From an optimization exercise on the open Yosys and OpenROAD flow, aimed at small area and a short achievable clock period; shortcuts taken in it are not production practice.

==> trial 30 <==
Design ALU_TOP, start of the top module:
module ALU_TOP # (
	parameter A_WIDTH_TOP = 16,
	parameter B_WIDTH_TOP = 16,
	parameter OUT_WIDTH_TOP = A_WIDTH_TOP + B_WIDTH_TOP)
(	input  wire signed [A_WIDTH_TOP-1 : 0]   A,
	input  wire signed [B_WIDTH_TOP-1 : 0]   B,
	input  wire                              clk, rst,
	input  wire        [3 : 0]               ALU_FUN,
	output wire        [OUT_WIDTH_TOP-1 : 0] ARITHMETIC_OUT,
	output wire        [OUT_WIDTH_TOP-1 : 0] Logic_OUT,
	output wire        [OUT_WIDTH_TOP-1 : 0] CMP_OUT,
	output wire        [OUT_WIDTH_TOP-1 : 0] SHIFT_OUT,
	output wire                              Carry_OUT,
	output wire                              ARITHMETIC_Flag,
	output wire                              Logic_Flag,
	output wire                              CMP_Flag,
	output wire                              SHIFT_Flag
);
wire int_Arith_Enable, int_Logic_Enable, int_CMP_Enable, int_Shift_Enable;
wire cmp_eq, cmp_lt;
Decoder_UNIT DEC_U (
	.ALU_FUN_DEC(ALU_FUN),
	.Arith_Enable(int_Arith_Enable),
	.Logic_Enable(int_Logic_Enable),
	.CMP_Enable(int_CMP_Enable),
	.Shift_Enable(int_Shift_Enable)
);
ARITHMETIC_UNIT ARITH_U (
	.A_ARITHMETIC(A),
	.B_ARITHMETIC(B),
	.clk(clk),
	.rst(rst),
	.ALU_FUN(ALU_FUN),
	.ARITHMETIC_Enable(int_Arith_Enable),
	.CMP_EQ(cmp_eq),
	.CMP_LT(cmp_lt),
	.ALU_Carry(Carry_OUT),
	.ARITHMETIC_OUT(ARITHMETIC_OUT),
	.ARITHMETIC_Flag(ARITHMETIC_Flag)
);
LOGIC_UNIT LOG_U (
	.A_logic(A),
	.B_logic(B),
	.clk(clk),
	.rst(rst),
	.FUN(ALU_FUN[1:0]),
	.Logic_Enable(int_Logic_Enable),
	.Logic_OUT(Logic_OUT),
	.Logic_Flag(Logic_Flag)
);
CMP_UNIT CMP_U (
	.eq(cmp_eq),
	.lt(cmp_lt),
	.clk(clk),
	.rst(rst),
	.FUN(ALU_FUN[1:0]),
	.CMP_Enable(int_CMP_Enable),
	.CMP_OUT(CMP_OUT),
	.CMP_Flag(CMP_Flag)
);
SHIFT_UNIT SHIFT_U (
	.A_SHIFT(A),
	.B_SHIFT(B),
	.clk(clk),
	.rst(rst),
	.FUN(ALU_FUN[1:0]),
	.SHIFT_Enable(int_Shift_Enable),
	.SHIFT_OUT(SHIFT_OUT),
	.SHIFT_Flag(SHIFT_Flag)
);
endmodule
export LEC_CHECK = 0
export CAP_MARGIN = 50
export CORE_MARGIN = 2
export CORE_UTILIZATION = 60
export SLEW_MARGIN = 70
create_clock -name core_clock -period 84.0 [get_ports {clk}]
run.sh (not shown) runs the stock make flow with config.mk's settings and CLKGATE_MAP_FILE= SYNTH_SCRIPT=/design/flow/synth_recipe.tcl, a recipe that flattens the netlist after the stock synthesis.
==> build 58: changes against trial 30 <==
--- a/flow/design.v
+++ b/flow/design.v
@@ -2433,11 +2433,11 @@
 	assign D2 = {D1, 1'b0};
 	assign D3 = {1'b0, D1} + {D1, 1'b0};
 	assign bz = ~(|b);
 	assign r7 = N[15:14];
 	assign s7m1_x = ~D1[1:0];
-	assign s7m1_f = ~(|D1[16:2]);
+	assign s7m1_f = (D1 <= 17'd3);
 	assign s7m1_g0 = r7[0] | s7m1_x[0];
 	assign s7m1_p0 = 1'b0;
 	assign s7m1_g1 = r7[1] & s7m1_x[1];
 	assign s7m1_p1 = r7[1] | s7m1_x[1];
 	assign s7m1_G0_1 = s7m1_g1 | (s7m1_p1 & s7m1_g0);
@@ -2445,11 +2445,11 @@
 	assign s7m1_ge = s7m1_f & s7m1_G0_1;
 	assign s7m1_s[0] = ~(r7[0] ^ s7m1_x[0]);
 	assign s7m1_t1 = r7[1] ^ s7m1_g0;
 	assign s7m1_s[1] = s7m1_t1 ^ s7m1_x[1];
 	assign s7m2_x = ~D2[1:0];
-	assign s7m2_f = ~(|D2[17:2]);
+	assign s7m2_f = (D1 <= 17'd1);
 	assign s7m2_g0 = r7[0] | s7m2_x[0];
 	assign s7m2_p0 = 1'b0;
 	assign s7m2_g1 = r7[1] & s7m2_x[1];
 	assign s7m2_p1 = r7[1] | s7m2_x[1];
 	assign s7m2_G0_1 = s7m2_g1 | (s7m2_p1 & s7m2_g0);
@@ -2457,11 +2457,11 @@
 	assign s7m2_ge = s7m2_f & s7m2_G0_1;
 	assign s7m2_s[0] = ~(r7[0] ^ s7m2_x[0]);
 	assign s7m2_t1 = r7[1] ^ s7m2_g0;
 	assign s7m2_s[1] = s7m2_t1 ^ s7m2_x[1];
 	assign s7m3_x = ~D3[1:0];
-	assign s7m3_f = ~(|D3[17:2]);
+	assign s7m3_f = (D1 <= 17'd1);
 	assign s7m3_g0 = r7[0] | s7m3_x[0];
 	assign s7m3_p0 = 1'b0;
 	assign s7m3_g1 = r7[1] & s7m3_x[1];
 	assign s7m3_p1 = r7[1] | s7m3_x[1];
 	assign s7m3_G0_1 = s7m3_g1 | (s7m3_p1 & s7m3_g0);
@@ -2473,11 +2473,11 @@
 	assign q[15] = s7m2_ge;
 	assign q[14] = s7m3_ge | (s7m1_ge & ~s7m2_ge);
 	assign rem7 = s7m3_ge ? s7m3_s : s7m2_ge ? s7m2_s : s7m1_ge ? s7m1_s : r7;
 	assign r6 = {rem7[1:0], N[13:12]};
 	assign s6m1_x = ~D1[3:0];
-	assign s6m1_f = ~(|D1[16:4]);
+	assign s6m1_f = (D1 <= 17'd15);
 	assign s6m1_g0 = r6[0] | s6m1_x[0];
 	assign s6m1_p0 = 1'b0;
 	assign s6m1_g1 = r6[1] & s6m1_x[1];
 	assign s6m1_p1 = r6[1] | s6m1_x[1];
 	assign s6m1_g2 = r6[2] & s6m1_x[2];
@@ -2499,11 +2499,11 @@
 	assign s6m1_t2 = r6[2] ^ s6m1_G0_1;
 	assign s6m1_s[2] = s6m1_t2 ^ s6m1_x[2];
 	assign s6m1_t3 = r6[3] ^ s6m1_G1_2;
 	assign s6m1_s[3] = s6m1_t3 ^ s6m1_x[3];
 	assign s6m2_x = ~D2[3:0];
-	assign s6m2_f = ~(|D2[17:4]);
+	assign s6m2_f = (D1 <= 17'd7);
 	assign s6m2_g0 = r6[0] | s6m2_x[0];
 	assign s6m2_p0 = 1'b0;
 	assign s6m2_g1 = r6[1] & s6m2_x[1];
 	assign s6m2_p1 = r6[1] | s6m2_x[1];
 	assign s6m2_g2 = r6[2] & s6m2_x[2];
@@ -2525,11 +2525,11 @@
 	assign s6m2_t2 = r6[2] ^ s6m2_G0_1;
 	assign s6m2_s[2] = s6m2_t2 ^ s6m2_x[2];
 	assign s6m2_t3 = r6[3] ^ s6m2_G1_2;
 	assign s6m2_s[3] = s6m2_t3 ^ s6m2_x[3];
 	assign s6m3_x = ~D3[3:0];
-	assign s6m3_f = ~(|D3[17:4]);
+	assign s6m3_f = (D1 <= 17'd5);
 	assign s6m3_g0 = r6[0] | s6m3_x[0];
 	assign s6m3_p0 = 1'b0;
 	assign s6m3_g1 = r6[1] & s6m3_x[1];
 	assign s6m3_p1 = r6[1] | s6m3_x[1];
 	assign s6m3_g2 = r6[2] & s6m3_x[2];
@@ -2555,11 +2555,11 @@
 	assign q[13] = s6m2_ge;
 	assign q[12] = s6m3_ge | (s6m1_ge & ~s6m2_ge);
 	assign rem6 = s6m3_ge ? s6m3_s : s6m2_ge ? s6m2_s : s6m1_ge ? s6m1_s : r6;
 	assign r5 = {rem6[3:0], N[11:10]};
 	assign s5m1_x = ~D1[5:0];
-	assign s5m1_f = ~(|D1[16:6]);
+	assign s5m1_f = (D1 <= 17'd63);
 	assign s5m1_g0 = r5[0] | s5m1_x[0];
 	assign s5m1_p0 = 1'b0;
 	assign s5m1_g1 = r5[1] & s5m1_x[1];
 	assign s5m1_p1 = r5[1] | s5m1_x[1];
 	assign s5m1_g2 = r5[2] & s5m1_x[2];
@@ -2595,11 +2595,11 @@
 	assign s5m1_t4 = r5[4] ^ s5m1_G1_3;
 	assign s5m1_s[4] = s5m1_t4 ^ s5m1_x[4];
 	assign s5m1_t5 = r5[5] ^ s5m1_G2_4;
 	assign s5m1_s[5] = s5m1_t5 ^ s5m1_x[5];
 	assign s5m2_x = ~D2[5:0];
-	assign s5m2_f = ~(|D2[17:6]);
+	assign s5m2_f = (D1 <= 17'd31);
 	assign s5m2_g0 = r5[0] | s5m2_x[0];
 	assign s5m2_p0 = 1'b0;
 	assign s5m2_g1 = r5[1] & s5m2_x[1];
 	assign s5m2_p1 = r5[1] | s5m2_x[1];
 	assign s5m2_g2 = r5[2] & s5m2_x[2];
@@ -2635,11 +2635,11 @@
 	assign s5m2_t4 = r5[4] ^ s5m2_G1_3;
 	assign s5m2_s[4] = s5m2_t4 ^ s5m2_x[4];
 	assign s5m2_t5 = r5[5] ^ s5m2_G2_4;
 	assign s5m2_s[5] = s5m2_t5 ^ s5m2_x[5];
 	assign s5m3_x = ~D3[5:0];
-	assign s5m3_f = ~(|D3[17:6]);
+	assign s5m3_f = (D1 <= 17'd21);
 	assign s5m3_g0 = r5[0] | s5m3_x[0];
 	assign s5m3_p0 = 1'b0;
 	assign s5m3_g1 = r5[1] & s5m3_x[1];
 	assign s5m3_p1 = r5[1] | s5m3_x[1];
 	assign s5m3_g2 = r5[2] & s5m3_x[2];
@@ -2679,11 +2679,11 @@
 	assign q[11] = s5m2_ge;
 	assign q[10] = s5m3_ge | (s5m1_ge & ~s5m2_ge);
 	assign rem5 = s5m3_ge ? s5m3_s : s5m2_ge ? s5m2_s : s5m1_ge ? s5m1_s : r5;
 	assign r4 = {rem5[5:0], N[9:8]};
 	assign s4m1_x = ~D1[7:0];
-	assign s4m1_f = ~(|D1[16:8]);
+	assign s4m1_f = (D1 <= 17'd255);
 	assign s4m1_g0 = r4[0] | s4m1_x[0];
 	assign s4m1_p0 = 1'b0;
 	assign s4m1_g1 = r4[1] & s4m1_x[1];
 	assign s4m1_p1 = r4[1] | s4m1_x[1];
 	assign s4m1_g2 = r4[2] & s4m1_x[2];
@@ -2737,11 +2737,11 @@
 	assign s4m1_t6 = r4[6] ^ s4m1_G2_5;
 	assign s4m1_s[6] = s4m1_t6 ^ s4m1_x[6];
 	assign s4m1_t7 = r4[7] ^ s4m1_G2_6;
 	assign s4m1_s[7] = s4m1_t7 ^ s4m1_x[7];
 	assign s4m2_x = ~D2[7:0];
-	assign s4m2_f = ~(|D2[17:8]);
+	assign s4m2_f = (D1 <= 17'd127);
 	assign s4m2_g0 = r4[0] | s4m2_x[0];
 	assign s4m2_p0 = 1'b0;
 	assign s4m2_g1 = r4[1] & s4m2_x[1];
 	assign s4m2_p1 = r4[1] | s4m2_x[1];
 	assign s4m2_g2 = r4[2] & s4m2_x[2];
@@ -2795,11 +2795,11 @@
 	assign s4m2_t6 = r4[6] ^ s4m2_G2_5;
 	assign s4m2_s[6] = s4m2_t6 ^ s4m2_x[6];
 	assign s4m2_t7 = r4[7] ^ s4m2_G2_6;
 	assign s4m2_s[7] = s4m2_t7 ^ s4m2_x[7];
 	assign s4m3_x = ~D3[7:0];
-	assign s4m3_f = ~(|D3[17:8]);
+	assign s4m3_f = (D1 <= 17'd85);
 	assign s4m3_g0 = r4[0] | s4m3_x[0];
 	assign s4m3_p0 = 1'b0;
 	assign s4m3_g1 = r4[1] & s4m3_x[1];
 	assign s4m3_p1 = r4[1] | s4m3_x[1];
 	assign s4m3_g2 = r4[2] & s4m3_x[2];
@@ -2857,11 +2857,11 @@
 	assign q[9] = s4m2_ge;
 	assign q[8] = s4m3_ge | (s4m1_ge & ~s4m2_ge);
 	assign rem4 = s4m3_ge ? s4m3_s : s4m2_ge ? s4m2_s : s4m1_ge ? s4m1_s : r4;
 	assign r3 = {rem4[7:0], N[7:6]};
 	assign s3m1_x = ~D1[9:0];
-	assign s3m1_f = ~(|D1[16:10]);
+	assign s3m1_f = (D1 <= 17'd1023);
 	assign s3m1_g0 = r3[0] | s3m1_x[0];
 	assign s3m1_p0 = 1'b0;
 	assign s3m1_g1 = r3[1] & s3m1_x[1];
 	assign s3m1_p1 = r3[1] | s3m1_x[1];
 	assign s3m1_g2 = r3[2] & s3m1_x[2];
@@ -2929,11 +2929,11 @@
 	assign s3m1_t8 = r3[8] ^ s3m1_G2_7;
 	assign s3m1_s[8] = s3m1_t8 ^ s3m1_x[8];
 	assign s3m1_t9 = r3[9] ^ s3m1_G3_8;
 	assign s3m1_s[9] = s3m1_t9 ^ s3m1_x[9];
 	assign s3m2_x = ~D2[9:0];
-	assign s3m2_f = ~(|D2[17:10]);
+	assign s3m2_f = (D1 <= 17'd511);
 	assign s3m2_g0 = r3[0] | s3m2_x[0];
 	assign s3m2_p0 = 1'b0;
 	assign s3m2_g1 = r3[1] & s3m2_x[1];
 	assign s3m2_p1 = r3[1] | s3m2_x[1];
 	assign s3m2_g2 = r3[2] & s3m2_x[2];
@@ -3001,11 +3001,11 @@
 	assign s3m2_t8 = r3[8] ^ s3m2_G2_7;
 	assign s3m2_s[8] = s3m2_t8 ^ s3m2_x[8];
 	assign s3m2_t9 = r3[9] ^ s3m2_G3_8;
 	assign s3m2_s[9] = s3m2_t9 ^ s3m2_x[9];
 	assign s3m3_x = ~D3[9:0];
-	assign s3m3_f = ~(|D3[17:10]);
+	assign s3m3_f = (D1 <= 17'd341);
 	assign s3m3_g0 = r3[0] | s3m3_x[0];
 	assign s3m3_p0 = 1'b0;
 	assign s3m3_g1 = r3[1] & s3m3_x[1];
 	assign s3m3_p1 = r3[1] | s3m3_x[1];
 	assign s3m3_g2 = r3[2] & s3m3_x[2];
@@ -3077,11 +3077,11 @@
 	assign q[7] = s3m2_ge;
 	assign q[6] = s3m3_ge | (s3m1_ge & ~s3m2_ge);
 	assign rem3 = s3m3_ge ? s3m3_s : s3m2_ge ? s3m2_s : s3m1_ge ? s3m1_s : r3;
 	assign r2 = {rem3[9:0], N[5:4]};
 	assign s2m1_x = ~D1[11:0];
-	assign s2m1_f = ~(|D1[16:12]);
+	assign s2m1_f = (D1 <= 17'd4095);
 	assign s2m1_g0 = r2[0] | s2m1_x[0];
 	assign s2m1_p0 = 1'b0;
 	assign s2m1_g1 = r2[1] & s2m1_x[1];
 	assign s2m1_p1 = r2[1] | s2m1_x[1];
 	assign s2m1_g2 = r2[2] & s2m1_x[2];
@@ -3167,11 +3167,11 @@
 	assign s2m1_t10 = r2[10] ^ s2m1_G3_9;
 	assign s2m1_s[10] = s2m1_t10 ^ s2m1_x[10];
 	assign s2m1_t11 = r2[11] ^ s2m1_G3_10;
 	assign s2m1_s[11] = s2m1_t11 ^ s2m1_x[11];
 	assign s2m2_x = ~D2[11:0];
-	assign s2m2_f = ~(|D2[17:12]);
+	assign s2m2_f = (D1 <= 17'd2047);
 	assign s2m2_g0 = r2[0] | s2m2_x[0];
 	assign s2m2_p0 = 1'b0;
 	assign s2m2_g1 = r2[1] & s2m2_x[1];
 	assign s2m2_p1 = r2[1] | s2m2_x[1];
 	assign s2m2_g2 = r2[2] & s2m2_x[2];
@@ -3257,11 +3257,11 @@
 	assign s2m2_t10 = r2[10] ^ s2m2_G3_9;
 	assign s2m2_s[10] = s2m2_t10 ^ s2m2_x[10];
 	assign s2m2_t11 = r2[11] ^ s2m2_G3_10;
 	assign s2m2_s[11] = s2m2_t11 ^ s2m2_x[11];
 	assign s2m3_x = ~D3[11:0];
-	assign s2m3_f = ~(|D3[17:12]);
+	assign s2m3_f = (D1 <= 17'd1365);
 	assign s2m3_g0 = r2[0] | s2m3_x[0];
 	assign s2m3_p0 = 1'b0;
 	assign s2m3_g1 = r2[1] & s2m3_x[1];
 	assign s2m3_p1 = r2[1] | s2m3_x[1];
 	assign s2m3_g2 = r2[2] & s2m3_x[2];
@@ -3351,11 +3351,11 @@
 	assign q[5] = s2m2_ge;
 	assign q[4] = s2m3_ge | (s2m1_ge & ~s2m2_ge);
 	assign rem2 = s2m3_ge ? s2m3_s : s2m2_ge ? s2m2_s : s2m1_ge ? s2m1_s : r2;
 	assign r1 = {rem2[11:0], N[3:2]};
 	assign s1m1_x = ~D1[13:0];
-	assign s1m1_f = ~(|D1[16:14]);
+	assign s1m1_f = (D1 <= 17'd16383);
 	assign s1m1_g0 = r1[0] | s1m1_x[0];
 	assign s1m1_p0 = 1'b0;
 	assign s1m1_g1 = r1[1] & s1m1_x[1];
 	assign s1m1_p1 = r1[1] | s1m1_x[1];
 	assign s1m1_g2 = r1[2] & s1m1_x[2];
@@ -3459,11 +3459,11 @@
 	assign s1m1_t12 = r1[12] ^ s1m1_G3_11;
 	assign s1m1_s[12] = s1m1_t12 ^ s1m1_x[12];
 	assign s1m1_t13 = r1[13] ^ s1m1_G3_12;
 	assign s1m1_s[13] = s1m1_t13 ^ s1m1_x[13];
 	assign s1m2_x = ~D2[13:0];
-	assign s1m2_f = ~(|D2[17:14]);
+	assign s1m2_f = (D1 <= 17'd8191);
 	assign s1m2_g0 = r1[0] | s1m2_x[0];
 	assign s1m2_p0 = 1'b0;
 	assign s1m2_g1 = r1[1] & s1m2_x[1];
 	assign s1m2_p1 = r1[1] | s1m2_x[1];
 	assign s1m2_g2 = r1[2] & s1m2_x[2];
@@ -3567,11 +3567,11 @@
 	assign s1m2_t12 = r1[12] ^ s1m2_G3_11;
 	assign s1m2_s[12] = s1m2_t12 ^ s1m2_x[12];
 	assign s1m2_t13 = r1[13] ^ s1m2_G3_12;
 	assign s1m2_s[13] = s1m2_t13 ^ s1m2_x[13];
 	assign s1m3_x = ~D3[13:0];
-	assign s1m3_f = ~(|D3[17:14]);
+	assign s1m3_f = (D1 <= 17'd5461);
 	assign s1m3_g0 = r1[0] | s1m3_x[0];
 	assign s1m3_p0 = 1'b0;
 	assign s1m3_g1 = r1[1] & s1m3_x[1];
 	assign s1m3_p1 = r1[1] | s1m3_x[1];
 	assign s1m3_g2 = r1[2] & s1m3_x[2];
@@ -3679,11 +3679,11 @@
 	assign q[3] = s1m2_ge;
 	assign q[2] = s1m3_ge | (s1m1_ge & ~s1m2_ge);
 	assign rem1 = s1m3_ge ? s1m3_s : s1m2_ge ? s1m2_s : s1m1_ge ? s1m1_s : r1;
 	assign r0 = {rem1[13:0], N[1:0]};
 	assign s0m1_x = ~D1[15:0];
-	assign s0m1_f = ~(|D1[16:16]);
+	assign s0m1_f = (D1 <= 17'd65535);
 	assign s0m1_g0 = r0[0] | s0m1_x[0];
 	assign s0m1_p0 = 1'b0;
 	assign s0m1_g1 = r0[1] & s0m1_x[1];
 	assign s0m1_p1 = r0[1] | s0m1_x[1];
 	assign s0m1_g2 = r0[2] & s0m1_x[2];
@@ -3778,11 +3778,11 @@
 	assign s0m1_P3_14 = s0m1_P2_14 & s0m1_P2_7;
 	assign s0m1_G3_15 = s0m1_G2_15 | (s0m1_P2_15 & s0m1_G2_7);
 	assign s0m1_P3_15 = s0m1_P2_15 & s0m1_P2_7;
 	assign s0m1_ge = s0m1_f & s0m1_G3_15;
 	assign s0m2_x = ~D2[15:0];
-	assign s0m2_f = ~(|D2[17:16]);
+	assign s0m2_f = (D1 <= 17'd32767);
 	assign s0m2_g0 = r0[0] | s0m2_x[0];
 	assign s0m2_p0 = 1'b0;
 	assign s0m2_g1 = r0[1] & s0m2_x[1];
 	assign s0m2_p1 = r0[1] | s0m2_x[1];
 	assign s0m2_g2 = r0[2] & s0m2_x[2];
@@ -3877,11 +3877,11 @@
 	assign s0m2_P3_14 = s0m2_P2_14 & s0m2_P2_7;
 	assign s0m2_G3_15 = s0m2_G2_15 | (s0m2_P2_15 & s0m2_G2_7);
 	assign s0m2_P3_15 = s0m2_P2_15 & s0m2_P2_7;
 	assign s0m2_ge = s0m2_f & s0m2_G3_15;
 	assign s0m3_x = ~D3[15:0];
-	assign s0m3_f = ~(|D3[17:16]);
+	assign s0m3_f = (D1 <= 17'd21845);
 	assign s0m3_g0 = r0[0] | s0m3_x[0];
 	assign s0m3_p0 = 1'b0;
 	assign s0m3_g1 = r0[1] & s0m3_x[1];
 	assign s0m3_p1 = r0[1] | s0m3_x[1];
 	assign s0m3_g2 = r0[2] & s0m3_x[2];
Settings changed: CORE_UTILIZATION 60 to 50.
==> impl_metrics.prom <==
# TYPE chip_impl_metric gauge
chip_impl_metric{name="route.met2.wl",unit="um"} 45700
chip_impl_metric{name="synthMuxAreaShare",unit="%"} 3.44
chip_impl_metric{name="die_h",unit="um"} 207
chip_impl_info{name="run_status",value="complete, no violations"} 1
chip_impl_metric{name="switching_share",unit="%"} 57.6
chip_impl_metric{name="groute.layer.met3.usage",unit="%"} 9.47
chip_impl_metric{name="layout-drive-gt1-share",unit="%"} 15.6
chip_impl_metric{name="pre_cts_slack",unit="ps"} 47340
chip_impl_metric{name="placed_cells_incl_taps",unit=""} 3782
chip_impl_metric{name="seq_area_share",unit="%"} 6.61
-- figures above: trial 30

==> impl_metrics.prom <==
# TYPE chip_impl_metric gauge
chip_impl_metric{name="starting_utilization_of_the_core_area",unit="%"} 50.8
chip_impl_info{name="most-common-layout-cells",value="nand2_1, a21oi_1, nor2_1"} 1
chip_impl_metric{name="layout-drive-gt1-share",unit="%"} 14.2
chip_impl_metric{name="seq_area_share",unit="%"} 6.26
chip_impl_metric{name="switching_share",unit="%"} 59.9
chip_impl_metric{name="die_h",unit="um"} 230
chip_impl_metric{name="power.total",unit="W"} 0.00103
chip_impl_metric{name="placed_cells_incl_taps",unit=""} 4160
chip_impl_info{name="run_status",value="complete, no violations"} 1
chip_impl_metric{name="route.met2.wl",unit="um"} 49400
chip_impl_metric{name="groute.layer.met3.usage",unit="%"} 6.57
-- figures above: build 58

No functional check of the RTL was part of any run of this note.

## afterwards: timing with drivers on the ports
In the flow no input, the clock included, has a driving cell. The finished layouts below were timed again as built, in two steps. Step 1: set_driving_cell puts a clkbuf_16 on clk and a buf_2 on each other input, an assumption about the parent block. Step 2 also shifts input and output timing later by t, the mid clock arrival at the registers, as if the neighbouring blocks saw the same clock. Three values: ideal, step 1, step 2; two values: the first two.
run	t, ns	slack for setup (ns)	latest minus earliest clock arrival (ns)
trial 30	0.390	47.143 / 47.162 / 46.772	0.021 / 0.021
build 58	0.386	47.603 / 47.611 / 47.225	0.012 / 0.012
After both steps every run listed still meets setup and hold. For build 58, which loses most, drivers alone change the setup slack by +0.008 ns; drivers and shift together by -0.378 ns.
